What follows belongs to an exercise in optimizing a design on an open flow for small area and a short achievable clock period; a production flow would make more cautious choices. No run shown here included a check of the RTL's function; only the layout flow was run. No activity file was given, so power comes from the tool's default toggle rates.

### flow/flow/run.sh
#!/bin/bash
# The standard layout, with:
# - synthesis: the standard flow's own synthesis script, with a delay-driven ABC script
#   (strash; dch; map -D; buffer; upsize; dnsize) for the final technology
#   mapping in place of ORFS's abc_speed.script; registers are untouched;
# - timing repair aiming well below the clock period (the SDC is unchanged);
# - plain buffers on the ports;
# - without the slow two-stage OR / AND cells (the platform's don't-use cells
#   stay don't-use).
set -euo pipefail
W=$(pwd)
cat > "$W/synth_abc.tcl" <<EOT
proc abc {args} {
   set rest {}
   set skip 0
   foreach a \$args {
      if {\$skip} { set skip 0; continue }
      if {\$a eq "-script"} { set skip 1; continue }
      lappend rest \$a
   }
   yosys abc -script "+strash;dch;map,-D,1100;buffer;upsize,-D,1100;dnsize,-D,1100" {*}\$rest
}
source $W/synth_recipe.tcl
EOT
DONT_USE="sky130_fd_sc_hd__probe_p_8 sky130_fd_sc_hd__probec_p_8 sky130_fd_sc_hd__lpflow_bleeder_1 sky130_fd_sc_hd__lpflow_clkbufkapwr_1 sky130_fd_sc_hd__lpflow_clkbufkapwr_16 sky130_fd_sc_hd__lpflow_clkbufkapwr_2 sky130_fd_sc_hd__lpflow_clkbufkapwr_4 sky130_fd_sc_hd__lpflow_clkbufkapwr_8 sky130_fd_sc_hd__lpflow_clkinvkapwr_1 sky130_fd_sc_hd__lpflow_clkinvkapwr_16 sky130_fd_sc_hd__lpflow_clkinvkapwr_2 sky130_fd_sc_hd__lpflow_clkinvkapwr_4 sky130_fd_sc_hd__lpflow_clkinvkapwr_8 sky130_fd_sc_hd__lpflow_decapkapwr_12 sky130_fd_sc_hd__lpflow_decapkapwr_3 sky130_fd_sc_hd__lpflow_decapkapwr_4 sky130_fd_sc_hd__lpflow_decapkapwr_6 sky130_fd_sc_hd__lpflow_decapkapwr_8 sky130_fd_sc_hd__lpflow_inputiso0n_1 sky130_fd_sc_hd__lpflow_inputiso0p_1 sky130_fd_sc_hd__lpflow_inputiso1n_1 sky130_fd_sc_hd__lpflow_inputiso1p_1 sky130_fd_sc_hd__lpflow_inputisolatch_1 sky130_fd_sc_hd__lpflow_isobufsrc_1 sky130_fd_sc_hd__lpflow_isobufsrc_16 sky130_fd_sc_hd__lpflow_isobufsrc_2 sky130_fd_sc_hd__lpflow_isobufsrc_4 sky130_fd_sc_hd__lpflow_isobufsrc_8 sky130_fd_sc_hd__lpflow_isobufsrckapwr_16 sky130_fd_sc_hd__lpflow_lsbuf_lh_hl_isowell_tap_1 sky130_fd_sc_hd__lpflow_lsbuf_lh_hl_isowell_tap_2 sky130_fd_sc_hd__lpflow_lsbuf_lh_hl_isowell_tap_4 sky130_fd_sc_hd__lpflow_lsbuf_lh_isowell_4 sky130_fd_sc_hd__lpflow_lsbuf_lh_isowell_tap_1 sky130_fd_sc_hd__lpflow_lsbuf_lh_isowell_tap_2 sky130_fd_sc_hd__lpflow_lsbuf_lh_isowell_tap_4 sky130_fd_sc_hd__a2111o_1 sky130_fd_sc_hd__a2111o_2 sky130_fd_sc_hd__a2111o_4 sky130_fd_sc_hd__and4_1 sky130_fd_sc_hd__and4_2 sky130_fd_sc_hd__and4_4 sky130_fd_sc_hd__and4b_1 sky130_fd_sc_hd__and4b_2 sky130_fd_sc_hd__and4b_4 sky130_fd_sc_hd__and4bb_1 sky130_fd_sc_hd__and4bb_2 sky130_fd_sc_hd__and4bb_4 sky130_fd_sc_hd__o2111a_1 sky130_fd_sc_hd__o2111a_2 sky130_fd_sc_hd__o2111a_4 sky130_fd_sc_hd__or3_1 sky130_fd_sc_hd__or3_2 sky130_fd_sc_hd__or3_4 sky130_fd_sc_hd__or3b_1 sky130_fd_sc_hd__or3b_2 sky130_fd_sc_hd__or3b_4 sky130_fd_sc_hd__or4_1 sky130_fd_sc_hd__or4_2 sky130_fd_sc_hd__or4_4 sky130_fd_sc_hd__or4b_1 sky130_fd_sc_hd__or4b_2 sky130_fd_sc_hd__or4b_4 sky130_fd_sc_hd__or4bb_1 sky130_fd_sc_hd__or4bb_2 sky130_fd_sc_hd__or4bb_4 "
bash standard.sh "SYNTH_SCRIPT=$W/synth_abc.tcl" SETUP_SLACK_MARGIN=8.5 "BUFFER_PORTS_ARGS=-buffer_cell sky130_fd_sc_hd__buf_4" "DONT_USE_CELLS=$DONT_USE" finish > standard_flow.log 2>&1
### flow/standard.sh
#!/bin/bash
# synth_recipe.tcl (not shown) runs the flow's synth.tcl, then flattens the netlist and writes it again
# the make line also repeats each setting of config.mk as NAME=value (left out here)
make -C /OpenROAD-flow-scripts/flow DESIGN_CONFIG=/design/flow/config.mk WORK_HOME=/design/flow/orfs CLKGATE_MAP_FILE= SYNTH_SCRIPT=/design/flow/synth_recipe.tcl "${@:-finish}"
### flow/config.mk
export PLATFORM = sky130hd
export DESIGN_NAME = pipecpu
export DESIGN_NICKNAME = pipecpu
export VERILOG_FILES = /design/flow/design.v
export SDC_FILE = /design/flow/constraint.sdc
export NUM_CORES = 8
export LEC_CHECK = 0
export CAP_MARGIN = 20
export CORE_MARGIN = 2
export CORE_UTILIZATION = 50
export CTS_CLUSTER_DIAMETER = 85
export CTS_CLUSTER_SIZE = 25
export PLACE_DENSITY = 0.75
export SLEW_MARGIN = 20
export SYNTH_HIERARCHICAL = 1
### flow/constraint.sdc
create_clock -name core_clock -period 12.5 [get_ports {clk}]
set_input_delay 2.5000 -clock core_clock [delete_from_list [all_inputs] [get_ports {clk}]]
set_output_delay 2.5000 -clock core_clock [all_outputs]
set_load 0.01 [all_outputs]
### flow/design.v
module pipecpu(clk, rst, instr, readdata, PC, MemWrite, aluout, writedata);
   input         clk;
   input         rst;
   input  [31:0] instr;
   input  [31:0] readdata;
   output [31:0] PC;
   output        MemWrite;
   output [31:0] aluout;
   output [31:0] writedata;
   localparam OP_ADD = 0, OP_AND = 1, OP_OR = 2, OP_XOR = 3, OP_NOR = 4,
              OP_SLT = 5, OP_SLL = 6, OP_SRL = 7, OP_SRA = 8;
   reg  [31:0] dinst;
   reg         fea, feb;
   reg         fla, flb;
   reg  [31:0] pcn, bpcr;        
   reg  [31:0] ea, eb, es;       
   reg         ecin;             
   reg  [4:0]  esa;              
   reg  [4:0]  esan;             
   reg  [8:0]  eop;
   reg  [4:0]  ern;
   reg         ewreg, em2reg, ewmem;
   reg  [31:0] malu, mb;
   reg  [4:0]  mrn;
   reg         mwreg, mm2reg, mwmem;
   assign MemWrite = mwmem;
   assign aluout = malu;
   assign writedata = mb;
   wire [5:0] op = dinst[31:26];
   wire [5:0] func = dinst[5:0];
   wire [4:0] rs = dinst[25:21];
   wire [4:0] rt = dinst[20:16];
   wire [4:0] rd = dinst[15:11];
   wire r_type = ~|op;
   wire i_add  = r_type & (func == 6'b100000);
   wire i_sub  = r_type & (func == 6'b100010);
   wire i_and  = r_type & (func == 6'b100100);
   wire i_or   = r_type & (func == 6'b100101);
   wire i_xor  = r_type & (func == 6'b100110);
   wire i_nor  = r_type & (func == 6'b100111);
   wire i_slt  = r_type & (func == 6'b101010);
   wire i_sll  = r_type & (func == 6'b000000);
   wire i_srl  = r_type & (func == 6'b000010);
   wire i_sra  = r_type & (func == 6'b000011);
   wire i_sllv = r_type & (func == 6'b000100);
   wire i_srlv = r_type & (func == 6'b000110);
   wire i_jr   = r_type & (func == 6'b001000);
   wire i_addi = (op == 6'b001000);
   wire i_andi = (op == 6'b001100);
   wire i_ori  = (op == 6'b001101);
   wire i_xori = (op == 6'b001110);
   wire i_lui  = (op == 6'b001111);
   wire i_lw   = (op == 6'b100011);
   wire i_sw   = (op == 6'b101011);
   wire i_beq  = (op == 6'b000100);
   wire i_bne  = (op == 6'b000101);
   wire i_j    = (op == 6'b000010);
   wire i_jal  = (op == 6'b000011);
   wire i_rs = i_add | i_sub | i_and | i_or | i_xor | i_jr | i_addi | i_andi | i_ori | i_xori |
               i_lw | i_sw | i_beq | i_bne | i_nor | i_slt | i_sllv | i_srlv;
   wire i_rt = i_add | i_sub | i_and | i_or | i_xor | i_sll | i_sllv | i_srl | i_srlv | i_sra |
               i_sw | i_beq | i_bne | i_nor | i_slt;
   wire wreg = i_add | i_sub | i_and | i_or | i_xor | i_sll | i_sllv | i_srlv | i_nor | i_slt |
               i_srl | i_sra | i_addi | i_andi | i_ori | i_xori | i_lw | i_lui | i_jal;
   wire regrt  = i_addi | i_andi | i_ori | i_xori | i_lw | i_lui;
   wire shift  = i_sll | i_srl | i_sra;
   wire aluimm = i_addi | i_lw | i_sw | i_beq | i_bne | i_lui | i_ori | i_andi | i_xori;
   wire sext   = i_addi | i_lw | i_sw | i_beq | i_bne;
   wire [4:0] rn = i_jal ? 5'd31 : regrt ? rt : rd;
   wire dwreg = wreg & (rn != 5'd0);    
   wire stall = ewreg & em2reg & (i_rs & (ern == rs) | i_rt & (ern == rt));
   reg  [31:0] rf [1:31];
   reg  [31:1] rfv;
   wire [31:0] wdi = mm2reg ? readdata : malu;
   wire [31:1] wsel;
   genvar gi;
   generate
      for (gi = 1; gi < 32; gi = gi + 1) begin : g_rf
         assign wsel[gi] = mwreg & (mrn == gi);
         always @(posedge clk)
            if (wsel[gi]) rf[gi] <= wdi;
      end
   endgenerate
   always @(posedge clk or posedge rst) begin
      if (rst) rfv <= 31'd0;
      else rfv <= rfv | wsel;
   end
   wire [31*16-1:0] rfh [0:1];    
   generate
      for (gi = 1; gi < 32; gi = gi + 1) begin : g_rfq
         assign rfh[0][(gi-1)*16 +: 16] = rf[gi][15:0];
         assign rfh[1][(gi-1)*16 +: 16] = rf[gi][31:16];
      end
   endgenerate
   wire [31:0] qa, qb;
   wire [31:1] nsela, nselb;    
   wire        nfma, nfmb;      
   generate
      for (gi = 0; gi < 2; gi = gi + 1) begin : g_rd
         rf_read rda (.clk(clk), .rst(rst), .nsel({nfma & ~em2reg, nsela}),
                      .d({malu[gi*16 +: 16], rfh[gi]}), .q(qa[gi*16 +: 16]));
         rf_read rdb (.clk(clk), .rst(rst), .nsel({nfmb & ~em2reg, nselb}),
                      .d({malu[gi*16 +: 16], rfh[gi]}), .q(qb[gi*16 +: 16]));
      end
   endgenerate
   wire [31:0] ealu;
   wire [31:0] ao = ({32{fla}} & readdata) | qa;    
   wire [31:0] bo = ({32{flb}} & readdata) | qb;    
   wire [31:0] a = ({32{fea}} & ealu) | ao;
   wire [31:0] b = ({32{feb}} & ealu) | bo;
   wire [31:0] ninst = stall ? dinst : instr;
   wire [4:0]  nrs = ninst[25:21];
   wire [4:0]  nrt = ninst[20:16];
   wire [31:1] nvalid = rfv | wsel;
   wire efwd = ~stall & dwreg & ~i_lw;
   wire nfea = efwd & (rn == nrs);
   wire nfeb = efwd & (rn == nrt);
   assign nfma = ewreg & (ern == nrs) & ~nfea;
   assign nfmb = ewreg & (ern == nrt) & ~nfeb;
   generate
      for (gi = 1; gi < 32; gi = gi + 1) begin : g_sel
         assign nsela[gi] = (nrs == gi) & nvalid[gi] & ~nfea & ~nfma;
         assign nselb[gi] = (nrt == gi) & nvalid[gi] & ~nfeb & ~nfmb;
      end
   endgenerate
   always @(posedge clk or posedge rst) begin
      if (rst) begin
         fea <= 1'b0;
         feb <= 1'b0;
         fla <= 1'b0;
         flb <= 1'b0;
      end else begin
         fea <= nfea;
         feb <= nfeb;
         fla <= nfma & em2reg;
         flb <= nfmb & em2reg;
      end
   end
   wire [31:0] ep = ea ^ eb;
   wire [31:0] eg = ea & eb;
   wire [31:0] sum;
   wire        slt;
   alu_add add (.a(ea), .b(eb), .cin(ecin), .sum(sum), .slt(slt));
   wire [31:0] ealu_ls;
   wire [31:0] ealu_lss = ealu_ls | {31'd0, eop[OP_SLT] & slt};
   wire ntaken;
   wire fe1 = fea ^ feb;
   wire fl1 = fla | flb;
   br_eq beq_unit (.qa(qa), .qb(qb), .rd(readdata), .p(ep), .g(eg), .ecin(ecin), .els(ealu_lss),
                   .m_same(fea & feb | fla & flb), .m_qq(~fea & ~feb & ~fla & ~flb),
                   .m_rq(~fea & ~feb & (fla ^ flb)),
                   .m_addq(fe1 & eop[OP_ADD] & ~fl1), .m_addr(fe1 & eop[OP_ADD] & fl1),
                   .m_lsq(fe1 & ~eop[OP_ADD] & ~fl1), .m_lsr(fe1 & ~eop[OP_ADD] & fl1),
                   .beq(i_beq & ~stall), .bne(i_bne & ~stall), .taken(ntaken));
   wire [31:0] imm = {{16{sext & dinst[15]}}, dinst[15:0]};
   wire [31:0] bpc = pcn + {{14{dinst[15]}}, dinst[15:0], 2'b00};
   wire [31:0] jpc = {pcn[31:28], dinst[25:0], 2'b00};
   wire [31:0] pci;       
   wire [31:0] pc4 = pci + 32'd4;
   wire [31:0] npc = stall ? pci : i_jr ? a : (i_j | i_jal) ? jpc : pc4;
   always @(posedge clk or posedge rst) begin
      if (rst) pcn <= 32'd0;
      else pcn <= npc;
   end
   generate
      for (gi = 0; gi < 8; gi = gi + 1) begin : g_pc
         pc_sel psel (.clk(clk), .rst(rst), .ntaken(ntaken), .bpc(bpcr[gi*4 +: 4]),
                      .pcn(pcn[gi*4 +: 4]), .pc(PC[gi*4 +: 4]));
      end
      for (gi = 0; gi < 2; gi = gi + 1) begin : g_pci
         pci_sel isel (.clk(clk), .rst(rst), .ntaken(ntaken), .bpc(bpcr[gi*16 +: 16]),
                       .pcn(pcn[gi*16 +: 16]), .pc(pci[gi*16 +: 16]));
      end
   endgenerate
   always @(posedge clk) bpcr <= bpc;
   always @(posedge clk or posedge rst) begin
      if (rst) dinst <= 32'd0;
      else if (!stall) dinst <= instr;
   end
   wire dsub = i_sub | i_beq | i_bne | i_slt;
   wire [8:0] dop;
   assign dop[OP_ADD] = i_add | i_addi | i_lw | i_sw | i_jal | i_sub | i_beq | i_bne;
   assign dop[OP_AND] = i_and | i_andi;
   assign dop[OP_OR]  = ~(dop[OP_ADD] | i_and | i_andi | i_xor | i_xori | i_nor | i_slt |
                          i_sll | i_sllv | i_srl | i_srlv | i_sra);
   assign dop[OP_XOR] = i_xor | i_xori;
   assign dop[OP_NOR] = i_nor;
   assign dop[OP_SLT] = i_slt;
   assign dop[OP_SLL] = i_sll | i_sllv;
   assign dop[OP_SRL] = i_srl | i_srlv;
   assign dop[OP_SRA] = i_sra;
   wire [31:0] da = i_jal ? pcn : i_lui ? 32'd0 :
                    shift ? {a[31:5], dinst[10:6]} : a;
   wire [31:0] db0 = i_jal ? 32'd4 : i_lui ? {dinst[15:0], 16'd0} :
                     aluimm ? imm : (dop[OP_OR] & ~i_or) ? 32'd0 : b;
   wire [31:0] db = dsub ? ~db0 : db0;
   wire [4:0] dsa = (i_sll ? ~dinst[10:6] : 5'd0) | ((i_srl | i_sra) ? dinst[10:6] : 5'd0) |
             (i_sllv ? ~a[4:0] : 5'd0) | (i_srlv ? a[4:0] : 5'd0);
   always @(posedge clk) begin
      ea <= da;
      eb <= db;
      es <= b;
      ecin <= dsub;
      esa <= dsa;
      esan <= ~dsa;
      ern <= rn;
   end
   always @(posedge clk or posedge rst) begin
      if (rst) begin
         eop <= 9'd0;
         ewreg <= 1'b0;
         em2reg <= 1'b0;
         ewmem <= 1'b0;
      end else begin
         eop <= dop;
         ewreg <= dwreg & ~stall;
         em2reg <= i_lw;
         ewmem <= i_sw & ~stall;
      end
   end
   alu_ls ls (.p(ep), .g(eg), .s(es), .sa(esa), .sm(~esan), .op(eop[8:1]), .y(ealu_ls));
   assign ealu = ({32{eop[OP_ADD]}} & sum) | ealu_lss;
   always @(posedge clk or posedge rst) begin
      if (rst) begin
         malu <= 32'd0;
         mwreg <= 1'b0;
         mm2reg <= 1'b0;
         mwmem <= 1'b0;
      end else begin
         malu <= ealu;
         mwreg <= ewreg;
         mm2reg <= em2reg;
         mwmem <= ewmem;
      end
   end
   always @(posedge clk) begin
      mb <= es;
      mrn <= ern;
   end
endmodule
module rf_read(clk, rst, nsel, d, q);
   input              clk, rst;
   input  [32:1]      nsel;
   input  [32*16-1:0] d;
   output reg [15:0]  q;
   reg [32:1] sel;
   always @(posedge clk or posedge rst) begin
      if (rst) sel <= 32'd0;
      else sel <= nsel;
   end
   integer k;
   always @(*) begin
      q = 16'd0;
      for (k = 1; k < 33; k = k + 1)
         q = q | (d[(k-1)*16 +: 16] & {16{sel[k]}});
   end
endmodule
module alu_add(a, b, cin, sum, slt);
   input  [31:0] a, b;
   input         cin;
   output [31:0] sum;
   output        slt;
   wire [32:0] sum1 = {a, 1'b1} + {b, cin};
   assign sum = sum1[32:1];
   assign slt = (a[31] ^ ~b[31]) ? a[31] : sum[31];
endmodule
module alu_ls(p, g, s, sa, sm, op, y);
   input  [31:0] p, g, s;       
   input  [4:0]  sa, sm;        
   input  [7:0]  op;
   output [31:0] y;
   wire left = op[5];
   wire [31:0] r0 = left  ? {s[0],     s[31:1]}  : s;
   wire [31:0] r1 = sa[0] ? {r0[0],    r0[31:1]} : r0;
   wire [31:0] r2 = sa[1] ? {r1[1:0],  r1[31:2]} : r1;
   wire [31:0] r3 = sa[2] ? {r2[3:0],  r2[31:4]} : r2;
   wire [31:0] r4 = sa[3] ? {r3[7:0],  r3[31:8]} : r3;
   wire [31:0] r5 = sa[4] ? {r4[15:0], r4[31:16]} : r4;
   wire [31:0] t;
   genvar i;
   generate
      for (i = 0; i < 32; i = i + 1) begin : g_t
         if (i == 0) assign t[i] = 1'b0;
         else assign t[i] = (sm >= 32 - i);
      end
   endgenerate
   wire fill = op[7] & s[31];
   wire [31:0] m = left ? ~{1'b1, t[31:1]} : t;
   wire [31:0] sh = (r5 & ~m) | ({32{fill}} & m);
   assign y = ({32{op[0]}} & g) |
              ({32{op[1]}} & (p | g)) |
              ({32{op[2]}} & p) |
              ({32{op[3]}} & ~(p | g)) |
              ({32{op[5] | op[6] | op[7]}} & sh);
endmodule
module br_eq(qa, qb, rd, p, g, ecin, els, m_same, m_qq, m_rq, m_addq, m_addr, m_lsq, m_lsr,
             beq, bne, taken);
   input  [31:0] qa, qb, rd, p, g, els;
   input         ecin, m_same, m_qq, m_rq, m_addq, m_addr, m_lsq, m_lsr, beq, bne;
   output        taken;
   wire [31:0] q = qa | qb;
   wire [31:0] c0 = {g[30:0] | p[30:0], ecin};
   wire [31:0] c1 = {g[30:0], ecin};
   wire [31:0] qm1 = {q[30:0], 1'b0};
   wire [31:0] rm1 = {rd[30:0], 1'b0};
   wire [31:0] cq, cr;
   genvar i;
   generate
      for (i = 0; i < 32; i = i + 1) begin : g_c
         assign cq[i] = qm1[i] ? c1[i] : c0[i];
         assign cr[i] = rm1[i] ? c1[i] : c0[i];
      end
   endgenerate
   wire eq_qq = &(~(qa ^ qb));
   wire eq_rq = &(~(rd ^ q));
   wire eq_addq = &(~(q ^ p ^ cq));
   wire eq_addr = &(~(rd ^ p ^ cr));
   wire eq_lsq = &(~(els ^ q));
   wire eq_lsr = &(~(els ^ rd));
   wire eq = m_same | (m_qq & eq_qq) | (m_rq & eq_rq) | (m_addq & eq_addq) | (m_addr & eq_addr) |
             (m_lsq & eq_lsq) | (m_lsr & eq_lsr);
   assign taken = beq & eq | bne & ~eq;
endmodule
module pc_sel(clk, rst, ntaken, bpc, pcn, pc);
   input        clk, rst, ntaken;
   input  [3:0] bpc, pcn;
   output [3:0] pc;
   reg taken;
   always @(posedge clk or posedge rst) begin
      if (rst) taken <= 1'b0;
      else taken <= ntaken;
   end
   assign pc = taken ? bpc : pcn;
endmodule
module pci_sel(clk, rst, ntaken, bpc, pcn, pc);
   input         clk, rst, ntaken;
   input  [15:0] bpc, pcn;
   output [15:0] pc;
   reg taken;
   always @(posedge clk or posedge rst) begin
      if (rst) taken <= 1'b0;
      else taken <= ntaken;
   end
   assign pc = taken ? bpc : pcn;
endmodule
==> metrics.log, run 1 <==
[metrics] Root Buffer: sky130_fd_sc_hd__clkbuf_16
[metrics] Synth-to-Final Area Change: 14.8%
[metrics] number of nets produced by synthesis: 6749
[metrics] # IOs: 163
[metrics] maximum number of pins on one net before global-route repair: 63
[metrics] switching power summed over all nets: 3860 uW
[metrics] TritonCTS sink count: 1457
[metrics] number of nets still failing antenna checks after routing: 0
[metrics] clock share of power: 0.258
[metrics] final count of negative-setup-slack endpoints: 0
[metrics] status: finished clean
[metrics] DRC violation count after routing: 0
[metrics] global-route wire length before repair: approximately 440000 um
[metrics] total iterations of the first detailed-routing run: 14
[metrics] worst path required time: 10000 ps
[metrics] net switching fraction of the power: 0.331
[metrics] starting utilization of the core area: 0.505
[metrics] number of instances in the synthesized netlist: 6551
[metrics] final hold violation count: 0
[metrics] Final Slew Violations: 0
[metrics] EDFF count, synth: 992
[metrics] clock buffer count from CTS: 76
[metrics] cell types occupying the most area after synthesis: sky130_fd_sc_hd__edfxtp_1 (41%), sky130_fd_sc_hd__a22o_1 (12%), sky130_fd_sc_hd__dfrtp_1 (9.8%), sky130_fd_sc_hd__dfxtp_1 (5.0%), sky130_fd_sc_hd__nand2_1 (3.5%)
[metrics] Reg clk slew, reported paths: 100 ps
[metrics] crit path launch type: flip-flop
[metrics] peak supply drop: 0.104 mV
[metrics] Fill cells: 11800
[metrics] number of max-cap violations: 0
[metrics] via density per instance: just over 7
[metrics] number of antenna violations at the first check in global routing: 12
[metrics] type of the setup path with the least slack: reg -> out
[metrics] number of vias in the routed layout: 63500
[metrics] area of the core region: around 140000 um2
[metrics] first-iteration detailed-routing DRC count: 10800
[metrics] crit path time final: 4290 ps
[metrics] Power Total: about 12000 uW
[metrics] register bit total from synthesis: about 1500
[metrics] number of global-route vias before repair: just under 60000
[metrics] floorplan die area: around 150000 um2
[metrics] slew at the pin with the worst max-slew slack: 1130 ps
[metrics] maximum clock path buffer count: 3
[metrics] die outline height: a little under 400 um
[metrics] net count reported at finish: 7010
[metrics] sequential fraction of design power: 0.501
[metrics] Power Dens Cells: between 100 and 150 nW/um2
[metrics] arrival time at the worst endpoint: 1790 ps
[metrics] async set-or-reset flop fraction in the synthesized netlist: 0.195
[metrics] Synth top area share: 0.410
[metrics] post-synth design cell area: 72600 um2
[metrics] total grt overflow: 0
[metrics] H-tree lvl count: 3
[metrics] Worst slew margin: 0.247
[metrics] crit path max fanout: 4
[metrics] Clock Skew: between 80 and 90 ps
[metrics] Post-synth top flop: sky130_fd_sc_hd__edfxtp_1
[metrics] Pleak: between 0.03 and 0.04 uW
[metrics] leading post-synthesis cells by instance count: sky130_fd_sc_hd__a22o_1 (1028), sky130_fd_sc_hd__edfxtp_1 (992), sky130_fd_sc_hd__nand2_1 (669), sky130_fd_sc_hd__inv_1 (430)
[metrics] placed wire-length estimate after detailed placement: 226000 um
[metrics] final routed wirelength across all metal layers: 318000 um
[metrics] highest clock rate: around 230 MHz
[metrics] Port Buf Inserts: 162
[metrics] class of the tightest hold or removal check: reg -> reg
[metrics] cell accounting for the most synthesized area: sky130_fd_sc_hd__edfxtp_1
[metrics] clock tree from TritonCTS: yes
[metrics] clock latency on the worst-skew pair: 790 ps
[metrics] post-synth cell types: 87
[metrics] share of the cycle needed by the critical path after routing: 0.344
[metrics] drt wl/cell: 36.2 um
[metrics] final total negative setup slack: 0 ps
[metrics] Chip Width: 385 um
[metrics] post-synthesis area per instance: 11.1 um2
[metrics] final standard cell utilization of the core: 0.579
[metrics] final RePlAce weighted congestion: about 1.1
[metrics] GRT Overall Usage: 0.413
[metrics] library cell with the highest instance count after synthesis: sky130_fd_sc_hd__a22o_1
[metrics] Int Pwr: around 8000 uW
[metrics] share of synthesized area occupied by flip-flops and latches: 0.558
[metrics] RSZ-0062 raised after global routing: yes
[metrics] kind of end point of the critical path: output pin
[metrics] ratio of cells with drive above 1 in the final layout: 0.179
[metrics] Yosys Warn Count: 11
[metrics] standard-cell rows: 139
[metrics] proportion of power drawn by combinational gates: 0.241
final timing paths:
| check | endpoint | start | slack [ps] | cells past startpoint |
|---|---|---|---|---|
| max in group asynchronous | dinst[3] | rst | 8810 | 4 |
| setup reg to reg | g_pc[2].psel.taken | g_rd[1].rda.sel[14] | 8340 | 16 |
| min in group asynchronous | g_pc[1].psel.taken | rst | 1700 | 2 |
| hold reg to reg | mb[17] | es[17] | 390 | 0 |
| setup / recovery | PC[15] | g_pc[3].psel.taken | 8210 | 2 |
| hold / removal | mb[17] | es[17] | 390 | 0 |
timing repair:
item                       4_1_cts  5_1_grt
pin swaps                       63       56
cloned                           9        8
setup buffers                   87       49
setup endpoints to repair      319      239
hold buffers                     0        0
resized for setup              385      255
layer usage:
layer	vias to the layer above	track usage	share of wire	routed length, um
met1	31000	0.529	0.35	112000
li1	25900	-	-	-
met5	-	0.000650	0.00034	107
met2	5515	0.642	0.44	141000
met4	12	0.231	0.071	22700
met3	1102	0.102	0.13	41700
power groups by stage:
| stage | logic [uW] | registers, uW | clock network [uW] |
|---|---|---|---|
| CTS | 2610 | 5810 | 3000 |
| detailed placement | 2450 | 5910 | 0 |
| global placement | 2430 | 5910 | 0 |
| global route | 2930 | 5840 | 3160 |
| finish | 2800 | 5830 | 3010 |
| floorplan | 1440 | 5780 | 0 |
state kept, by name, indices dropped and copies added, names as in the netlist, 5 cells and up:
register and flops:
rf 992, g_rd.rda.sel 64, eop 9, rfv 31, eb 32, g_rd.rdb.sel 64, pcn 32, ern 5
es 32, bpcr 32, g_pc.psel.taken 8, esa 5, ea 32, mrn 5, dinst 32, mb 32
esan 5, malu 32
worst max-delay path, cell delays in order, from the launching register on:
cell and delay (ps):
sky130_fd_sc_hd__dfrtp_2 450, sky130_fd_sc_hd__mux2_2 410, sky130_fd_sc_hd__buf_4 170
stage by stage:
stage	instance area (um2)	hold WS, ps	worst slack [ps]	cells
3_5_place_dp	76500	370	6900	8484
3_3_place_gp	76400	368	6620	8482
5_1_grt	83300	394	8220	8770
2_1_floorplan	72600	326	8170	6551
4_1_cts	81600	384	8210	8713
6_report	83300	386	8210	8781
cells by family after synthesis:
logic type	share of synthesized area
buf+inv	0.0411
flops	0.558
compound gates	0.224
fa+ha+maj	0.0231
simple gates	0.116
xor+xnor	0.0220
mux	0.0153
Yosys stat by module (local to each module, per instance):
| module | flops+latches | times used | cell area [um2] | cells inside |
|---|---|---|---|---|
| alu_add | 0 | 1 | 1760 | 280 |
| alu_ls | 0 | 1 | 4210 | 851 |
| br_eq | 0 | 1 | 3720 | 618 |
| pc_sel | 1 | 8 | 73.8 | 6 |
| pci_sel | 1 | 2 | 218 | 20 |
| pipecpu | 1319 | 1 | 47200 | 3110 |
| rf_read | 32 | 4 | 3670 | 401 |
layout make-up:
class / count / area, um2 / share of cell area
timing repair buffer: 478 / 4010 / 0.0482
sequential: 1457 / 40600 / 0.488
tap: 1903 / 2380 / 0.0286
timing repair inverter: 2 / 12.5 / 0.000150
multi-input combinational: 4353 / 32000 / 0.384
antenna: 11 / 27.5 / 0.000330
clock buffer: 105 / 2010 / 0.0241
inverter: 444 / 1710 / 0.0205
clock inverter: 28 / 534 / 0.00641
cell usage in the layout, fill, tap and decap left out, types with 159 or more instances in the layout:
| cell | Yosys | final |
|---|---|---|
| sky130_fd_sc_hd__a22o_1 | 1028 | 1028 |
| sky130_fd_sc_hd__edfxtp_1 | 992 | 992 |
| sky130_fd_sc_hd__nand2_1 | 669 | 637 |
| sky130_fd_sc_hd__buf_4 | 3 | 423 |
| sky130_fd_sc_hd__inv_1 | 430 | 420 |
| sky130_fd_sc_hd__nor2_1 | 305 | 269 |
| sky130_fd_sc_hd__o21ai_0 | 305 | 263 |
| sky130_fd_sc_hd__a21oi_1 | 277 | 249 |
| sky130_fd_sc_hd__dfrtp_1 | 284 | 218 |
| sky130_fd_sc_hd__nand3_1 | 213 | 203 |
| sky130_fd_sc_hd__dfxtp_1 | 181 | 165 |
| sky130_fd_sc_hd__nand4_1 | 159 | 159 |
==> run 2, diff against run 1 <==
--- a/flow/design.v
+++ b/flow/design.v
@@ -11,11 +11,13 @@
               OP_SLT = 5, OP_SLL = 6, OP_SRL = 7, OP_SRA = 8;
    reg  [31:0] dinst;
+   reg  [31:1] sela, selb;       
    reg         fea, feb;
    reg         fla, flb;
+   reg         fxa, fxb;
    reg  [31:0] pcn, bpcr;        
    reg  [31:0] ea, eb, es;       
    reg         ecin;             
    reg  [4:0]  esa;              
-   reg  [4:0]  esan;             
+   reg  [3:0]  esb, esc;         
    reg  [8:0]  eop;
    reg  [4:0]  ern;
@@ -86,22 +88,13 @@
       else rfv <= rfv | wsel;
    end
-   wire [31*16-1:0] rfh [0:1];    
+   wire [31*32-1:0] rfq;
    generate
       for (gi = 1; gi < 32; gi = gi + 1) begin : g_rfq
-         assign rfh[0][(gi-1)*16 +: 16] = rf[gi][15:0];
-         assign rfh[1][(gi-1)*16 +: 16] = rf[gi][31:16];
+         assign rfq[(gi-1)*32 +: 32] = rf[gi];
       end
    endgenerate
    wire [31:0] qa, qb;
-   wire [31:1] nsela, nselb;    
-   wire        nfma, nfmb;      
-   generate
-      for (gi = 0; gi < 2; gi = gi + 1) begin : g_rd
-         rf_read rda (.clk(clk), .rst(rst), .nsel({nfma & ~em2reg, nsela}),
-                      .d({malu[gi*16 +: 16], rfh[gi]}), .q(qa[gi*16 +: 16]));
-         rf_read rdb (.clk(clk), .rst(rst), .nsel({nfmb & ~em2reg, nselb}),
-                      .d({malu[gi*16 +: 16], rfh[gi]}), .q(qb[gi*16 +: 16]));
-      end
-   endgenerate
+   rf_read rda (.d({malu, rfq}), .sel({fxa, sela}), .q(qa));
+   rf_read rdb (.d({malu, rfq}), .sel({fxb, selb}), .q(qb));
    wire [31:0] ealu;
    wire [31:0] ao = ({32{fla}} & readdata) | qa;    
@@ -116,6 +109,7 @@
    wire nfea = efwd & (rn == nrs);
    wire nfeb = efwd & (rn == nrt);
-   assign nfma = ewreg & (ern == nrs) & ~nfea;
-   assign nfmb = ewreg & (ern == nrt) & ~nfeb;
+   wire nfma = ewreg & (ern == nrs) & ~nfea;
+   wire nfmb = ewreg & (ern == nrt) & ~nfeb;
+   wire [31:1] nsela, nselb;
    generate
       for (gi = 1; gi < 32; gi = gi + 1) begin : g_sel
@@ -126,13 +120,21 @@
    always @(posedge clk or posedge rst) begin
       if (rst) begin
+         sela <= 31'd0;
+         selb <= 31'd0;
          fea <= 1'b0;
          feb <= 1'b0;
          fla <= 1'b0;
          flb <= 1'b0;
+         fxa <= 1'b0;
+         fxb <= 1'b0;
       end else begin
+         sela <= nsela;
+         selb <= nselb;
          fea <= nfea;
          feb <= nfeb;
          fla <= nfma & em2reg;
          flb <= nfmb & em2reg;
+         fxa <= nfma & ~em2reg;
+         fxb <= nfmb & ~em2reg;
       end
    end
@@ -164,11 +166,9 @@
    end
    generate
-      for (gi = 0; gi < 8; gi = gi + 1) begin : g_pc
-         pc_sel psel (.clk(clk), .rst(rst), .ntaken(ntaken), .bpc(bpcr[gi*4 +: 4]),
-                      .pcn(pcn[gi*4 +: 4]), .pc(PC[gi*4 +: 4]));
-      end
-      for (gi = 0; gi < 2; gi = gi + 1) begin : g_pci
-         pci_sel isel (.clk(clk), .rst(rst), .ntaken(ntaken), .bpc(bpcr[gi*16 +: 16]),
-                       .pcn(pcn[gi*16 +: 16]), .pc(pci[gi*16 +: 16]));
+      for (gi = 0; gi < 4; gi = gi + 1) begin : g_pc
+         pc_sel psel (.clk(clk), .rst(rst), .ntaken(ntaken), .bpc(bpcr[gi*8 +: 8]),
+                      .pcn(pcn[gi*8 +: 8]), .pc(PC[gi*8 +: 8]));
+         pc_sel isel (.clk(clk), .rst(rst), .ntaken(ntaken), .bpc(bpcr[gi*8 +: 8]),
+                      .pcn(pcn[gi*8 +: 8]), .pc(pci[gi*8 +: 8]));
       end
    endgenerate
@@ -202,6 +202,7 @@
       es <= b;
       ecin <= dsub;
+      esb <= 4'b0001 << dsa[1:0];
+      esc <= 4'b0001 << dsa[3:2];
       esa <= dsa;
-      esan <= ~dsa;
       ern <= rn;
    end
@@ -219,5 +220,5 @@
       end
    end
-   alu_ls ls (.p(ep), .g(eg), .s(es), .sa(esa), .sm(~esan), .op(eop[8:1]), .y(ealu_ls));
+   alu_ls ls (.p(ep), .g(eg), .s(es), .sa(esa), .sb(esb), .sc(esc), .op(eop[8:1]), .y(ealu_ls));
    assign ealu = ({32{eop[OP_ADD]}} & sum) | ealu_lss;
    always @(posedge clk or posedge rst) begin
@@ -239,19 +240,13 @@
    end
 endmodule
-module rf_read(clk, rst, nsel, d, q);
-   input              clk, rst;
-   input  [32:1]      nsel;
-   input  [32*16-1:0] d;
-   output reg [15:0]  q;
-   reg [32:1] sel;
-   always @(posedge clk or posedge rst) begin
-      if (rst) sel <= 32'd0;
-      else sel <= nsel;
-   end
+module rf_read(d, sel, q);
+   input  [32*32-1:0] d;
+   input  [32:1]      sel;
+   output reg [31:0]  q;
    integer k;
    always @(*) begin
-      q = 16'd0;
+      q = 32'd0;
       for (k = 1; k < 33; k = k + 1)
-         q = q | (d[(k-1)*16 +: 16] & {16{sel[k]}});
+         q = q | (d[(k-1)*32 +: 32] & {32{sel[k]}});
    end
 endmodule
@@ -265,15 +260,16 @@
    assign slt = (a[31] ^ ~b[31]) ? a[31] : sum[31];
 endmodule
-module alu_ls(p, g, s, sa, sm, op, y);
+module alu_ls(p, g, s, sa, sb, sc, op, y);
    input  [31:0] p, g, s;       
-   input  [4:0]  sa, sm;        
+   input  [4:0]  sa;
+   input  [3:0]  sb, sc;        
    input  [7:0]  op;
    output [31:0] y;
    wire left = op[5];
    wire [31:0] r0 = left  ? {s[0],     s[31:1]}  : s;
-   wire [31:0] r1 = sa[0] ? {r0[0],    r0[31:1]} : r0;
-   wire [31:0] r2 = sa[1] ? {r1[1:0],  r1[31:2]} : r1;
-   wire [31:0] r3 = sa[2] ? {r2[3:0],  r2[31:4]} : r2;
-   wire [31:0] r4 = sa[3] ? {r3[7:0],  r3[31:8]} : r3;
+   wire [31:0] r2 = ({32{sb[0]}} & r0) | ({32{sb[1]}} & {r0[0], r0[31:1]}) |
+                    ({32{sb[2]}} & {r0[1:0], r0[31:2]}) | ({32{sb[3]}} & {r0[2:0], r0[31:3]});
+   wire [31:0] r4 = ({32{sc[0]}} & r2) | ({32{sc[1]}} & {r2[3:0], r2[31:4]}) |
+                    ({32{sc[2]}} & {r2[7:0], r2[31:8]}) | ({32{sc[3]}} & {r2[11:0], r2[31:12]});
    wire [31:0] r5 = sa[4] ? {r4[15:0], r4[31:16]} : r4;
    wire [31:0] t;
@@ -282,5 +278,5 @@
       for (i = 0; i < 32; i = i + 1) begin : g_t
          if (i == 0) assign t[i] = 1'b0;
-         else assign t[i] = (sm >= 32 - i);
+         else assign t[i] = (sa >= 32 - i);
       end
    endgenerate
@@ -324,17 +320,6 @@
 module pc_sel(clk, rst, ntaken, bpc, pcn, pc);
    input        clk, rst, ntaken;
-   input  [3:0] bpc, pcn;
-   output [3:0] pc;
-   reg taken;
-   always @(posedge clk or posedge rst) begin
-      if (rst) taken <= 1'b0;
-      else taken <= ntaken;
-   end
-   assign pc = taken ? bpc : pcn;
-endmodule
-module pci_sel(clk, rst, ntaken, bpc, pcn, pc);
-   input         clk, rst, ntaken;
-   input  [15:0] bpc, pcn;
-   output [15:0] pc;
+   input  [7:0] bpc, pcn;
+   output [7:0] pc;
    reg taken;
    always @(posedge clk or posedge rst) begin
==> flow/flow/run.sh (replaced) <==
#!/bin/bash
# The standard layout, with timing repair aiming well below the clock
# period (the SDC is unchanged), plain buffers on the ports, and without the
# slow two-stage OR / AND cells (the platform's don't-use cells stay
# don't-use).
set -euo pipefail
DONT_USE="sky130_fd_sc_hd__probe_p_8 sky130_fd_sc_hd__probec_p_8 sky130_fd_sc_hd__lpflow_bleeder_1 sky130_fd_sc_hd__lpflow_clkbufkapwr_1 sky130_fd_sc_hd__lpflow_clkbufkapwr_16 sky130_fd_sc_hd__lpflow_clkbufkapwr_2 sky130_fd_sc_hd__lpflow_clkbufkapwr_4 sky130_fd_sc_hd__lpflow_clkbufkapwr_8 sky130_fd_sc_hd__lpflow_clkinvkapwr_1 sky130_fd_sc_hd__lpflow_clkinvkapwr_16 sky130_fd_sc_hd__lpflow_clkinvkapwr_2 sky130_fd_sc_hd__lpflow_clkinvkapwr_4 sky130_fd_sc_hd__lpflow_clkinvkapwr_8 sky130_fd_sc_hd__lpflow_decapkapwr_12 sky130_fd_sc_hd__lpflow_decapkapwr_3 sky130_fd_sc_hd__lpflow_decapkapwr_4 sky130_fd_sc_hd__lpflow_decapkapwr_6 sky130_fd_sc_hd__lpflow_decapkapwr_8 sky130_fd_sc_hd__lpflow_inputiso0n_1 sky130_fd_sc_hd__lpflow_inputiso0p_1 sky130_fd_sc_hd__lpflow_inputiso1n_1 sky130_fd_sc_hd__lpflow_inputiso1p_1 sky130_fd_sc_hd__lpflow_inputisolatch_1 sky130_fd_sc_hd__lpflow_isobufsrc_1 sky130_fd_sc_hd__lpflow_isobufsrc_16 sky130_fd_sc_hd__lpflow_isobufsrc_2 sky130_fd_sc_hd__lpflow_isobufsrc_4 sky130_fd_sc_hd__lpflow_isobufsrc_8 sky130_fd_sc_hd__lpflow_isobufsrckapwr_16 sky130_fd_sc_hd__lpflow_lsbuf_lh_hl_isowell_tap_1 sky130_fd_sc_hd__lpflow_lsbuf_lh_hl_isowell_tap_2 sky130_fd_sc_hd__lpflow_lsbuf_lh_hl_isowell_tap_4 sky130_fd_sc_hd__lpflow_lsbuf_lh_isowell_4 sky130_fd_sc_hd__lpflow_lsbuf_lh_isowell_tap_1 sky130_fd_sc_hd__lpflow_lsbuf_lh_isowell_tap_2 sky130_fd_sc_hd__lpflow_lsbuf_lh_isowell_tap_4 sky130_fd_sc_hd__a2111o_1 sky130_fd_sc_hd__a2111o_2 sky130_fd_sc_hd__a2111o_4 sky130_fd_sc_hd__and4_1 sky130_fd_sc_hd__and4_2 sky130_fd_sc_hd__and4_4 sky130_fd_sc_hd__and4b_1 sky130_fd_sc_hd__and4b_2 sky130_fd_sc_hd__and4b_4 sky130_fd_sc_hd__and4bb_1 sky130_fd_sc_hd__and4bb_2 sky130_fd_sc_hd__and4bb_4 sky130_fd_sc_hd__o2111a_1 sky130_fd_sc_hd__o2111a_2 sky130_fd_sc_hd__o2111a_4 sky130_fd_sc_hd__or3_1 sky130_fd_sc_hd__or3_2 sky130_fd_sc_hd__or3_4 sky130_fd_sc_hd__or3b_1 sky130_fd_sc_hd__or3b_2 sky130_fd_sc_hd__or3b_4 sky130_fd_sc_hd__or4_1 sky130_fd_sc_hd__or4_2 sky130_fd_sc_hd__or4_4 sky130_fd_sc_hd__or4b_1 sky130_fd_sc_hd__or4b_2 sky130_fd_sc_hd__or4b_4 sky130_fd_sc_hd__or4bb_1 sky130_fd_sc_hd__or4bb_2 sky130_fd_sc_hd__or4bb_4 "
bash standard.sh SETUP_SLACK_MARGIN=8.5 "BUFFER_PORTS_ARGS=-buffer_cell sky130_fd_sc_hd__buf_4" "DONT_USE_CELLS=$DONT_USE" finish > standard_flow.log 2>&1
--- a/flow/config.mk
+++ b/flow/config.mk
@@ -9,6 +9,6 @@
 export CORE_MARGIN = 2
 export CORE_UTILIZATION = 50
-export CTS_CLUSTER_DIAMETER = 85
-export CTS_CLUSTER_SIZE = 25
+export CTS_CLUSTER_DIAMETER = 70
+export CTS_CLUSTER_SIZE = 20
 export PLACE_DENSITY = 0.75
 export SLEW_MARGIN = 20
==> metrics.log, run 2 <==
[metrics] H-tree lvl count: 3 (unchanged)
[metrics] number of instances on the worst hold path: 0 (unchanged)
[metrics] crit path max fanout: 8 (+4)
[metrics] GRT Overall Usage: 0.377 (-0.0353)
[metrics] number of max-cap violations: 0 (unchanged)
[metrics] cell accounting for the most synthesized area: sky130_fd_sc_hd__edfxtp_1
[metrics] kind of end point of the critical path: flip-flop
[metrics] TritonCTS sink count: 1394 (-4.3%)
[metrics] EDFF count, synth: 992 (unchanged)
[metrics] maximum number of pins on one net before global-route repair: 164 (+160%)
[metrics] number of placed cells counting well taps: 7611 (-10%)
[metrics] number of vias in the routed layout: 57900 (-8.8%)
[metrics] Synth top area share: 0.423 (+0.0130)
[metrics] # IOs: 163 (unchanged)
[metrics] type of the setup path with the least slack: in -> reg
[metrics] CP cell instances: buf_4, xor2_4, o32ai_4, nor3_2, nand4_1, a2111oi_4, a311oi_4, mux2_4
[metrics] library cell with the highest instance count after synthesis: sky130_fd_sc_hd__edfxtp_1
[metrics] Post-synth top flop: sky130_fd_sc_hd__edfxtp_1
[metrics] Synth-to-Final Area Change: 14.6%
[metrics] total grt overflow: 0 (unchanged)
[metrics] number of instances in the synthesized netlist: 5823 (-11%)
[metrics] final worst slack: 8110 ps (-101 ps)
[metrics] Worst Reg2Reg Path Length in Cells: 15 (-1)
[metrics] drt wl/cell: 35.5 um (-1.9%)
[metrics] combined buffer and inverter count along the critical path: 1 (unchanged)
[metrics] register bit total from synthesis: 1394 (-4.3%)
[metrics] post-synth cell types: 111 (+28%)
[metrics] number of nets produced by synthesis: 6021 (-11%)
[metrics] proportion of power drawn by combinational gates: 0.210 (-0.031)
[metrics] highest clock rate: 228 MHz (-2.3%)
[metrics] share of synthesized area occupied by flip-flops and latches: 0.553 (-0.00497)
[metrics] clock share of power: 0.312 (+0.054)
[metrics] final hold violation count: 0 (unchanged)
[metrics] ratio of cells with drive above 1 in the final layout: 0.192 (+0.0128)
[metrics] final routed wirelength across all metal layers: 281000 um (-12%)
[metrics] crit path launch type: input pin
[metrics] net switching fraction of the power: 0.308 (-0.0234)
[metrics] Int Pwr: 7920 uW (+1.7%)
[metrics] class of the tightest hold or removal check: reg -> reg
[metrics] crit path time final: 4390 ps (+101 ps)
[metrics] peak supply drop: 0.112 mV (+6.9%)
[metrics] Placed Instance Area: 73500 um2 (-3.9%)
[metrics] starting utilization of the core area: 0.504 (about the same)
[metrics] family of cells with the greatest summed delay on the critical path: compound AO/OA/AOI/OAI gates
[metrics] first-iteration detailed-routing DRC count: 11200 (+3.6%)
[metrics] Reg clk slew, reported paths: 70 ps (-30 ps)
[metrics] via density per instance: 7.33 (+1.4%)
[metrics] DRC violation count after routing: 0 (unchanged)
[metrics] Yosys Warn Count: 10 (-1)
[metrics] maximum clock path buffer count: 3 (unchanged)
[metrics] Chip Width: 379 um (-1.5%)
[metrics] placed wire-length estimate after detailed placement: 192000 um (-15%)
[metrics] Pleak: 0.0288 uW (-9.4%)
[metrics] post-route cell area: 80600 um2 (-3.3%)
[metrics] clock latency on the worst-skew pair: 780 ps (about the same)
[metrics] Port Buf Inserts: 162 (unchanged)
[metrics] die outline height: 379 um (-1.5%)
[metrics] number of global-route vias before repair: 53800 (-8.4%)
[metrics] pre-CTS setup slack: 6870 ps (-27.9 ps)
[metrics] Clock Skew: 85.7 ps (+3.89 ps)
[metrics] Slowest-stage cell, CP: sky130_fd_sc_hd__xor2_4
[metrics] Root Buffer: sky130_fd_sc_hd__clkbuf_16
[metrics] top library cells by usage in the layout, fill and taps aside: sky130_fd_sc_hd__edfxtp_1 (992), sky130_fd_sc_hd__a22oi_1 (562), sky130_fd_sc_hd__a22o_1 (536), sky130_fd_sc_hd__buf_4 (335), sky130_fd_sc_hd__nor2_1 (230)
[metrics] most common cell after layout, fill and taps aside: sky130_fd_sc_hd__edfxtp_1
[metrics] share of the cycle needed by the critical path after routing: 0.352 (+0.00805)
[metrics] Levels on crit path: 8 (+6)
[metrics] largest stage delay on the critical path: 440 ps (about the same)
[metrics] standard-cell rows: 137 (-1.4%)
[metrics] RSZ-0062 raised after global routing: yes
[metrics] number of antenna violations at the first check in global routing: 17 (+5)
[metrics] status: finished clean
[metrics] leading post-synthesis cells by instance count: sky130_fd_sc_hd__edfxtp_1 (992), sky130_fd_sc_hd__a22oi_1 (562), sky130_fd_sc_hd__a22o_1 (536), sky130_fd_sc_hd__clkbuf_1 (279), sky130_fd_sc_hd__nor2_1 (265)
[metrics] final RePlAce weighted congestion: 1.12 (+2.3%)
[metrics] sequential fraction of design power: 0.478 (-0.023)
[metrics] async set-or-reset flop fraction in the synthesized netlist: 0.156 (-0.0385)
[metrics] Final Slew Violations: 0 (unchanged)
[metrics] post-synth design cell area: 70400 um2 (-3.1%)
[metrics] total iterations of the first detailed-routing run: 12 (-2)
[metrics] Power Dens Cells: 142 nW/um2 (+1.6%)
[metrics] global-route wire length before repair: 391000 um (-11%)
[metrics] worst path required time: 13140 ps (+3140 ps)
[metrics] net count reported at finish: 6140 (-12%)
[metrics] arrival time at the worst endpoint: 5030 ps (+3240 ps)
[metrics] floorplan die area: 144000 um2 (-3.0%)
[metrics] clock tree from TritonCTS: yes
[metrics] switching power summed over all nets: 3520 uW (-8.7%)
[metrics] number of flip-flops under the largest register name: 992 (unchanged)
[metrics] post-synthesis area per instance: 12.1 um2 (+9.1%)
[metrics] number of nets still failing antenna checks after routing: 0 (unchanged)
[metrics] clock buffer count from CTS: 100 (+32%)
[metrics] area of the core region: 140000 um2 (-3.0%)
[metrics] cell types occupying the most area after synthesis: sky130_fd_sc_hd__edfxtp_1 (42%), sky130_fd_sc_hd__dfrtp_1 (7.8%), sky130_fd_sc_hd__a22o_1 (6.7%), sky130_fd_sc_hd__a22oi_1 (6.0%), sky130_fd_sc_hd__dfxtp_1 (5.2%)
[metrics] slew at the pin with the worst max-slew slack: 1370 ps (+238 ps)
[metrics] register ranked first by flip-flop count: rf
[metrics] Worst slew margin: 0.0790 (-0.168)
[metrics] final total negative setup slack: 0 ps (unchanged)
[metrics] count of non-filler cells in the finished layout: 7902 (-10%)
[metrics] count of hold buffers inserted by post-cts repair: 0 (unchanged)
[metrics] final count of negative-setup-slack endpoints: 0 (unchanged)
[run 2: changes by cell type after synthesis, moves of 66 or more]
cell	change
sky130_fd_sc_hd__nor4_2	+70
sky130_fd_sc_hd__a22oi_1	+503
sky130_fd_sc_hd__nor4_1	-103
sky130_fd_sc_hd__o22ai_1	+92
sky130_fd_sc_hd__o21ai_0	-123
sky130_fd_sc_hd__xnor2_1	+88
sky130_fd_sc_hd__nand2_1	-438
sky130_fd_sc_hd__nand3_1	-154
sky130_fd_sc_hd__inv_1	-246
sky130_fd_sc_hd__a22o_1	-492
sky130_fd_sc_hd__dfrtp_1	-66
[run 2: worst paths after layout]
kind / start / endpoint / slack [ps]
setup / recovery: readdata[14] / g_pc[1].psel.taken / 8110
max in group asynchronous: rst / sela[13] / 9540
hold reg to reg: ewmem / mwmem / 360
min in group asynchronous: rst / g_pc[2].isel.taken / 1630
hold / removal: ewmem / mwmem / 360
setup reg to reg: es[27] / g_pc[1].psel.taken / 8190
[run 2: modules after synthesis (local to each module, per instance)]
module / flops+latches / cell area (um2) / cells inside / times used
alu_ls: 0 / 4330 / 650 / 1
pipecpu: 1386 / 47200 / 2739 / 1
br_eq: 0 / 3790 / 542 / 1
alu_add: 0 / 1850 / 268 / 1
pc_sel: 1 / 160 / 11 / 8
rf_read: 0 / 5940 / 768 / 2
[run 2: cell type report]
cell class / instances / area (um2)
Tap cell: 1876 / 2350
Clock inverter: 54 / 697
Fill cell: 11100 / 58900
Clock buffer: 129 / 2820
Inverter: 191 / 732
Antenna cell: 3 / 7.51
Multi-Input combinational cell: 3854 / 31500
Sequential cell: 1394 / 39000
Timing Repair Buffer: 401 / 3450
[run 2: power groups by stage]
stage | Clock (uW) | Sequential [uW] | Combinational (uW)
3_3_place_gp | 0 | 5530 | 2080
3_5_place_dp | 0 | 5540 | 2100
6_report | 3570 | 5460 | 2410
4_1_cts | 3570 | 5440 | 2210
5_1_grt | 3740 | 5470 | 2510
2_1_floorplan | 0 | 5420 | 1350
[run 2: what timing repair did]
action | CTS | global route
cloned | 1 | 1
setup endpoints to repair | 246 | 147
resized for setup | 225 | 214
hold endpoints to repair | 0 | 0
pin swaps | 21 | 55
setup buffers | 39 | 64
[run 2: worst register-to-register path, delay by kind of cell, from the launching register on]
kind            cells  cell delay (ps)
xor+xnor            1              190
simple gates        6             1290
buf+inv             1              170
compound gates      5             1060
flops               1              780
mux                 2              690
[run 2: kinds of logic (layout without fill, tap and decap cells)]
family,after synthesis,in the layout,synth area share
XOR/XNOR,302,302,0.0378
flip-flops,1394,1394,0.553
buffers and inverters,577,775,0.0354
other,0,3,0
AND/OR/NAND/NOR,1238,1239,0.103
multiplexers,158,158,0.0288
adder cells (fa/ha/maj),133,133,0.0239
AO/OA/AOI/OAI,2021,2022,0.217
[run 2: metal layers]
metal,GRT usage,wire [um],up-vias
met1,0.481,97800,28800
li1,-,-,23600
met5,0,110,-
met4,0.196,18600,16
met3,0.104,38200,912
met2,0.588,126000,4661
[run 2: per-stage QoR]
stage / utilization / total power [uW] / hold WS, ps
floorplan: - / 6760 / 329
global placement: 0.527 / 7610 / 343
detailed placement: 0.527 / 7630 / 340
CTS: 0.563 / 11200 / 359
global route: 0.578 / 11700 / 382
finish: 0.578 / 11400 / 355
==> run 3, diff against run 2 <==
--- a/flow/design.v
+++ b/flow/design.v
@@ -11,8 +11,7 @@
               OP_SLT = 5, OP_SLL = 6, OP_SRL = 7, OP_SRA = 8;
    reg  [31:0] dinst;
-   reg  [31:1] sela, selb;       
+   reg  [31:0] qa, qb;           
    reg         fea, feb;
    reg         fla, flb;
-   reg         fxa, fxb;
    reg  [31:0] pcn, bpcr;        
    reg  [31:0] ea, eb, es;       
@@ -24,4 +23,5 @@
    reg         ewreg, em2reg, ewmem;
    reg  [31:0] malu, mb;
+   wire [31:0] ealu;
    reg  [4:0]  mrn;
    reg         mwreg, mm2reg, mwmem;
@@ -29,4 +29,30 @@
    assign aluout = malu;
    assign writedata = mb;
+   function uses_rs;
+      input [31:0] w;
+      reg r;
+      begin
+         r = (w[31:26] == 6'b000000);
+         uses_rs = r & (w[5:0] == 6'b100000 || w[5:0] == 6'b100010 || w[5:0] == 6'b100100 ||
+                        w[5:0] == 6'b100101 || w[5:0] == 6'b100110 || w[5:0] == 6'b100111 ||
+                        w[5:0] == 6'b101010 || w[5:0] == 6'b000100 || w[5:0] == 6'b000110 ||
+                        w[5:0] == 6'b001000) |
+                   (w[31:26] == 6'b001000) | (w[31:26] == 6'b001100) | (w[31:26] == 6'b001101) |
+                   (w[31:26] == 6'b001110) | (w[31:26] == 6'b100011) | (w[31:26] == 6'b101011) |
+                   (w[31:26] == 6'b000100) | (w[31:26] == 6'b000101);
+      end
+   endfunction
+   function uses_rt;
+      input [31:0] w;
+      reg r;
+      begin
+         r = (w[31:26] == 6'b000000);
+         uses_rt = r & (w[5:0] == 6'b100000 || w[5:0] == 6'b100010 || w[5:0] == 6'b100100 ||
+                        w[5:0] == 6'b100101 || w[5:0] == 6'b100110 || w[5:0] == 6'b100111 ||
+                        w[5:0] == 6'b101010 || w[5:0] == 6'b000000 || w[5:0] == 6'b000010 ||
+                        w[5:0] == 6'b000011 || w[5:0] == 6'b000100 || w[5:0] == 6'b000110) |
+                   (w[31:26] == 6'b101011) | (w[31:26] == 6'b000100) | (w[31:26] == 6'b000101);
+      end
+   endfunction
    wire [5:0] op = dinst[31:26];
    wire [5:0] func = dinst[5:0];
@@ -59,8 +85,4 @@
    wire i_j    = (op == 6'b000010);
    wire i_jal  = (op == 6'b000011);
-   wire i_rs = i_add | i_sub | i_and | i_or | i_xor | i_jr | i_addi | i_andi | i_ori | i_xori |
-               i_lw | i_sw | i_beq | i_bne | i_nor | i_slt | i_sllv | i_srlv;
-   wire i_rt = i_add | i_sub | i_and | i_or | i_xor | i_sll | i_sllv | i_srl | i_srlv | i_sra |
-               i_sw | i_beq | i_bne | i_nor | i_slt;
    wire wreg = i_add | i_sub | i_and | i_or | i_xor | i_sll | i_sllv | i_srlv | i_nor | i_slt |
                i_srl | i_sra | i_addi | i_andi | i_ori | i_xori | i_lw | i_lui | i_jal;
@@ -71,5 +93,5 @@
    wire [4:0] rn = i_jal ? 5'd31 : regrt ? rt : rd;
    wire dwreg = wreg & (rn != 5'd0);    
-   wire stall = ewreg & em2reg & (i_rs & (ern == rs) | i_rt & (ern == rt));
+   reg stall;
    reg  [31:0] rf [1:31];
    reg  [31:1] rfv;
@@ -94,8 +116,4 @@
       end
    endgenerate
-   wire [31:0] qa, qb;
-   rf_read rda (.d({malu, rfq}), .sel({fxa, sela}), .q(qa));
-   rf_read rdb (.d({malu, rfq}), .sel({fxb, selb}), .q(qb));
-   wire [31:0] ealu;
    wire [31:0] ao = ({32{fla}} & readdata) | qa;    
    wire [31:0] bo = ({32{flb}} & readdata) | qb;    
@@ -105,5 +123,5 @@
    wire [4:0]  nrs = ninst[25:21];
    wire [4:0]  nrt = ninst[20:16];
-   wire [31:1] nvalid = rfv | wsel;
+   wire [31:1] rfok = rfv & ~wsel;     
    wire efwd = ~stall & dwreg & ~i_lw;
    wire nfea = efwd & (rn == nrs);
@@ -111,30 +129,37 @@
    wire nfma = ewreg & (ern == nrs) & ~nfea;
    wire nfmb = ewreg & (ern == nrt) & ~nfeb;
+   wire nfwa = mwreg & (mrn == nrs) & ~nfea & ~nfma;
+   wire nfwb = mwreg & (mrn == nrt) & ~nfeb & ~nfmb;
    wire [31:1] nsela, nselb;
    generate
       for (gi = 1; gi < 32; gi = gi + 1) begin : g_sel
-         assign nsela[gi] = (nrs == gi) & nvalid[gi] & ~nfea & ~nfma;
-         assign nselb[gi] = (nrt == gi) & nvalid[gi] & ~nfeb & ~nfmb;
+         assign nsela[gi] = (nrs == gi) & rfok[gi];
+         assign nselb[gi] = (nrt == gi) & rfok[gi];
       end
    endgenerate
+   wire [31:0] rqa, rqb;
+   rf_read rda (.d(rfq), .sel(nsela), .q(rqa));
+   rf_read rdb (.d(rfq), .sel(nselb), .q(rqb));
+   wire [31:0] nqa = ({32{~nfea & ~nfma}} & rqa) | ({32{nfma & ~em2reg}} & ealu) | ({32{nfwa}} & wdi);
+   wire [31:0] nqb = ({32{~nfeb & ~nfmb}} & rqb) | ({32{nfmb & ~em2reg}} & ealu) | ({32{nfwb}} & wdi);
+   wire nstall = ~stall & dwreg & i_lw &
+                 (uses_rs(instr) & (rn == instr[25:21]) | uses_rt(instr) & (rn == instr[20:16]));
    always @(posedge clk or posedge rst) begin
       if (rst) begin
-         sela <= 31'd0;
-         selb <= 31'd0;
+         stall <= 1'b0;
+         qa <= 32'd0;
+         qb <= 32'd0;
          fea <= 1'b0;
          feb <= 1'b0;
          fla <= 1'b0;
          flb <= 1'b0;
-         fxa <= 1'b0;
-         fxb <= 1'b0;
       end else begin
-         sela <= nsela;
-         selb <= nselb;
+         stall <= nstall;
+         qa <= nqa;
+         qb <= nqb;
          fea <= nfea;
          feb <= nfeb;
          fla <= nfma & em2reg;
          flb <= nfmb & em2reg;
-         fxa <= nfma & ~em2reg;
-         fxb <= nfmb & ~em2reg;
       end
    end
@@ -241,11 +266,11 @@
 endmodule
 module rf_read(d, sel, q);
-   input  [32*32-1:0] d;
-   input  [32:1]      sel;
+   input  [31*32-1:0] d;
+   input  [31:1]      sel;
    output reg [31:0]  q;
    integer k;
    always @(*) begin
       q = 32'd0;
-      for (k = 1; k < 33; k = k + 1)
+      for (k = 1; k < 32; k = k + 1)
          q = q | (d[(k-1)*32 +: 32] & {32{sel[k]}});
    end
==> metrics.log, run 3 <==
[metrics] status: finished clean
[metrics] final routed wirelength across all metal layers: 314000 um (+12%)
[metrics] TritonCTS sink count: 1395 (+0.072%)
[metrics] clock latency on the worst-skew pair: 780 ps (about the same)
[metrics] family of cells with the greatest summed delay on the critical path: simple AND/OR/NAND/NOR gates
[metrics] Post-synth top flop: sky130_fd_sc_hd__edfxtp_1
[metrics] Worst slew margin: 0.180 (+0.101)
[metrics] via density per instance: 7.58 (+3.3%)
[metrics] most common cell after layout, fill and taps aside: sky130_fd_sc_hd__edfxtp_1
[metrics] Pleak: 0.0295 uW (+2.3%)
[metrics] proportion of power drawn by combinational gates: 0.241 (+0.031)
[metrics] number of instances in the synthesized netlist: 5956 (+2.3%)
[metrics] final worst slack: 8100 ps (-8.86 ps)
[metrics] post-route cell area: 84900 um2 (+5.3%)
[metrics] fraction of the mapped netlist area in compound gates: 0.226 (+0.00886)
[metrics] starting utilization of the core area: 0.503 (-0.000762)
[metrics] cell accounting for the most synthesized area: sky130_fd_sc_hd__edfxtp_1
[metrics] H-tree lvl count: 3 (unchanged)
[metrics] leading post-synthesis cells by instance count: sky130_fd_sc_hd__edfxtp_1 (992), sky130_fd_sc_hd__a22oi_1 (689), sky130_fd_sc_hd__a21oi_1 (351), sky130_fd_sc_hd__clkbuf_1 (294), sky130_fd_sc_hd__nor2_1 (266)
[metrics] Final Slew Violations: 0 (unchanged)
[metrics] final hold violation count: 0 (unchanged)
[metrics] clock tree from TritonCTS: yes
[metrics] combined area of the multi-input logic cells: 32800 um2 (+4.2%)
[metrics] total grt overflow: 0 (unchanged)
[metrics] class of the tightest hold or removal check: reg -> reg
[metrics] CP cell instances: buf_12, mux2i_4, clkinv_4, buf_12, nand3_4, nor3_2, buf_12, a22oi_2, nand4_1, nor2_2, nand4_1, a21oi_2, o22ai_1
[metrics] number of flip-flops under the largest register name: 992 (unchanged)
[metrics] sequential fraction of design power: 0.475 (-0.003)
[metrics] floorplan die area: 144000 um2 (-0.15%)
[metrics] Chip Width: 379 um (about the same)
[metrics] amount of wire on met3 after detailed routing: 43900 um (+15%)
[metrics] final RePlAce weighted congestion: 1.16 (+3.3%)
[metrics] post-synthesis area per instance: 11.8 um2 (-2.4%)
[metrics] drt wl/cell: 38.4 um (+8.1%)
[metrics] EDFF count, synth: 992 (unchanged)
[metrics] ratio of cells with drive above 1 in the final layout: 0.258 (+0.0666)
[metrics] Root Buffer: sky130_fd_sc_hd__clkbuf_16
[metrics] number of vias in the routed layout: 62000 (+6.9%)
[metrics] net switching fraction of the power: 0.327 (+0.0188)
[metrics] GRT Overall Usage: 0.423 (+0.0454)
[metrics] first-iteration detailed-routing DRC count: 11800 (+5.0%)
[metrics] crit path max fanout: 32 (+24)
[metrics] RSZ-0062 raised after global routing: yes
[metrics] detailed-routing wirelength on met1: 103000 um (+4.8%)
[metrics] worst path required time: 13130 ps (about the same)
[metrics] final total negative setup slack: 0 ps (unchanged)
[metrics] Yosys Warn Count: 10 (unchanged)
[metrics] post-synth cell types: 103 (-7.2%)
[metrics] top library cells by usage in the layout, fill and taps aside: sky130_fd_sc_hd__edfxtp_1 (992), sky130_fd_sc_hd__a22oi_1 (567), sky130_fd_sc_hd__buf_4 (336), sky130_fd_sc_hd__a21oi_1 (258), sky130_fd_sc_hd__nand4_1 (231)
[metrics] Synth top area share: 0.424 (+0.000641)
[metrics] number of nets still failing antenna checks after routing: 0 (unchanged)
[metrics] proportion of synthesized area in mux cells: 0.0292 (+0.000471)
[metrics] pre-CTS setup slack: 6990 ps (+119 ps)
[metrics] async set-or-reset flop fraction in the synthesized netlist: 0.157 (+0.000605)
[metrics] die outline height: 379 um (about the same)
[metrics] net count reported at finish: 6438 (+4.9%)
[metrics] Fill cells: 10700 (-3.8%)
[metrics] post-synth design cell area: 70200 um2 (-0.15%)
[metrics] Placed Instance Area: 74300 um2 (+1.1%)
[metrics] cell types occupying the most area after synthesis: sky130_fd_sc_hd__edfxtp_1 (42%), sky130_fd_sc_hd__dfrtp_1 (7.8%), sky130_fd_sc_hd__a22oi_1 (7.4%), sky130_fd_sc_hd__dfxtp_1 (5.2%), sky130_fd_sc_hd__a21oi_1 (2.5%)
[metrics] number of nets produced by synthesis: 6154 (+2.2%)
[metrics] Port Buf Inserts: 162 (unchanged)
[metrics] post-synthesis share of cell area spent on xor and xnor gates: 0.0391 (+0.00132)
[metrics] maximum clock path buffer count: 3 (unchanged)
[metrics] final standard cell utilization of the core: 0.608 (+0.0307)
[metrics] Power Dens Cells: 138 nW/um2 (-2.8%)
[metrics] clock buffer count from CTS: 95 (-5.0%)
[metrics] register ranked first by flip-flop count: rf
[metrics] share of the cycle needed by the critical path after routing: 0.352 (+0.000709)
[metrics] largest stage delay on the critical path: 400 ps (-40 ps)
[metrics] kind of end point of the critical path: flip-flop
run 3: changes by cell type in the layout (fill, tap and decap cells not counted), moves of 54 or more:
cell,change
sky130_fd_sc_hd__nand2_1,-56
sky130_fd_sc_hd__a221oi_1,+54
sky130_fd_sc_hd__a22o_1,-386
sky130_fd_sc_hd__o22ai_1,+65
sky130_fd_sc_hd__a222oi_1,+63
sky130_fd_sc_hd__nor4_4,-58
sky130_fd_sc_hd__a21oi_2,+66
sky130_fd_sc_hd__buf_12,+57
sky130_fd_sc_hd__a22oi_2,+122
sky130_fd_sc_hd__a221oi_2,+63
sky130_fd_sc_hd__nor4_1,-98
sky130_fd_sc_hd__nand4_1,+61
run 3: worst paths after layout:
check                      cells past startpoint       from  slack [ps]            endpoint
max in group asynchronous                      5        rst        8770            malu[19]
min reg2reg                                    0      ewmem         350               mwmem
min in group asynchronous                      2        rst        1630  g_pc[3].isel.taken
max                                           13  instr[20]        8100               qb[2]
min                                            0      ewmem         350               mwmem
max reg2reg                                   12     mrn[1]        8330              qb[17]
run 3: kinds of logic after synthesis:
| logic type | count (synthesis) |
|---|---|
| AO/OA/AOI/OAI | 2149 |
| XOR/XNOR | 313 |
| adder cells (fa/ha/maj) | 133 |
| buffers and inverters | 593 |
| multiplexers | 164 |
| AND/OR/NAND/NOR | 1209 |
| flip-flops | 1395 |
run 3: area by class of cell:
cell class                 instances  share of cell area
antenna                            6            0.000177
clock buffer                     110              0.0293
clock inverter                    41             0.00691
inverter                         204             0.00955
multi-input combinational       3968               0.387
sequential                      1395               0.460
tap                             1876              0.0277
timing repair buffer             576              0.0800
run 3: metal layers:
metal	vias up	global-route usage
li1	24400	-
met1	30100	0.508
met2	5875	0.634
met3	1590	0.127
met4	10	0.332
met5	-	0
run 3: modules after synthesis (local to each module, per instance):
| module | times used | area, um2 | flops+latches | cells |
|---|---|---|---|---|
| alu_ls | 1 | 4330 | 0 | 650 |
| pc_sel | 8 | 160 | 1 | 11 |
| br_eq | 1 | 3790 | 0 | 542 |
| alu_add | 1 | 1850 | 0 | 268 |
| pipecpu | 1 | 48300 | 1387 | 2942 |
| rf_read | 2 | 5360 | 0 | 733 |
run 3: what timing repair did:
item,in CTS,in global routing
hold buffers,0,0
gates resized for setup,703,249
endpoints found under the setup margin,301,237
setup buffers,172,52
pin swaps,239,233
gates cloned,35,6
run 3: power by group through the flow:
stage	Sequential, uW	Clock (uW)	Combinational, uW
after floorplan	5510	0	1500
after global placement	5630	0	2370
after detailed placement	5640	0	2390
after CTS	5550	3300	2610
after global routing	5580	3470	2900
final	5570	3330	2820
run 3: through the flow:
step / hold WS [ps] / power (uW) / std cells
5_1_grt: 364 / 12000 / 8170
3_3_place_gp: 339 / 8010 / 7754
6_report: 353 / 11700 / 8176
3_5_place_dp: 352 / 8030 / 7754
2_1_floorplan: 331 / 7010 / 5956
4_1_cts: 361 / 11500 / 8112

-- static timing again, ports no longer ideal --
No port has a modelled driver above. Below, the same layouts with a new extraction and two added sets of constraints.
Step 1: set_driving_cell puts a clkbuf_16 on clk and a buf_2 on each other input, an assumption about the parent block.
Step 2 also shifts input and output timing later by t, the mid clock arrival at the registers, as if the neighbouring blocks saw the same clock.
Three values: ideal ports, drivers, drivers and shift; two values: the first two.
| run | t (ns) | setup slack, ns |
|---|---|---|
| run 1 | 0.827 | 8.206 / 8.126 / 7.683 |
| run 2 | 0.823 | 8.105 / 8.110 / 7.336 |
| run 3 | 0.817 | 8.096 / 8.086 / 7.269 |
After both steps setup and hold are still met in every run listed.
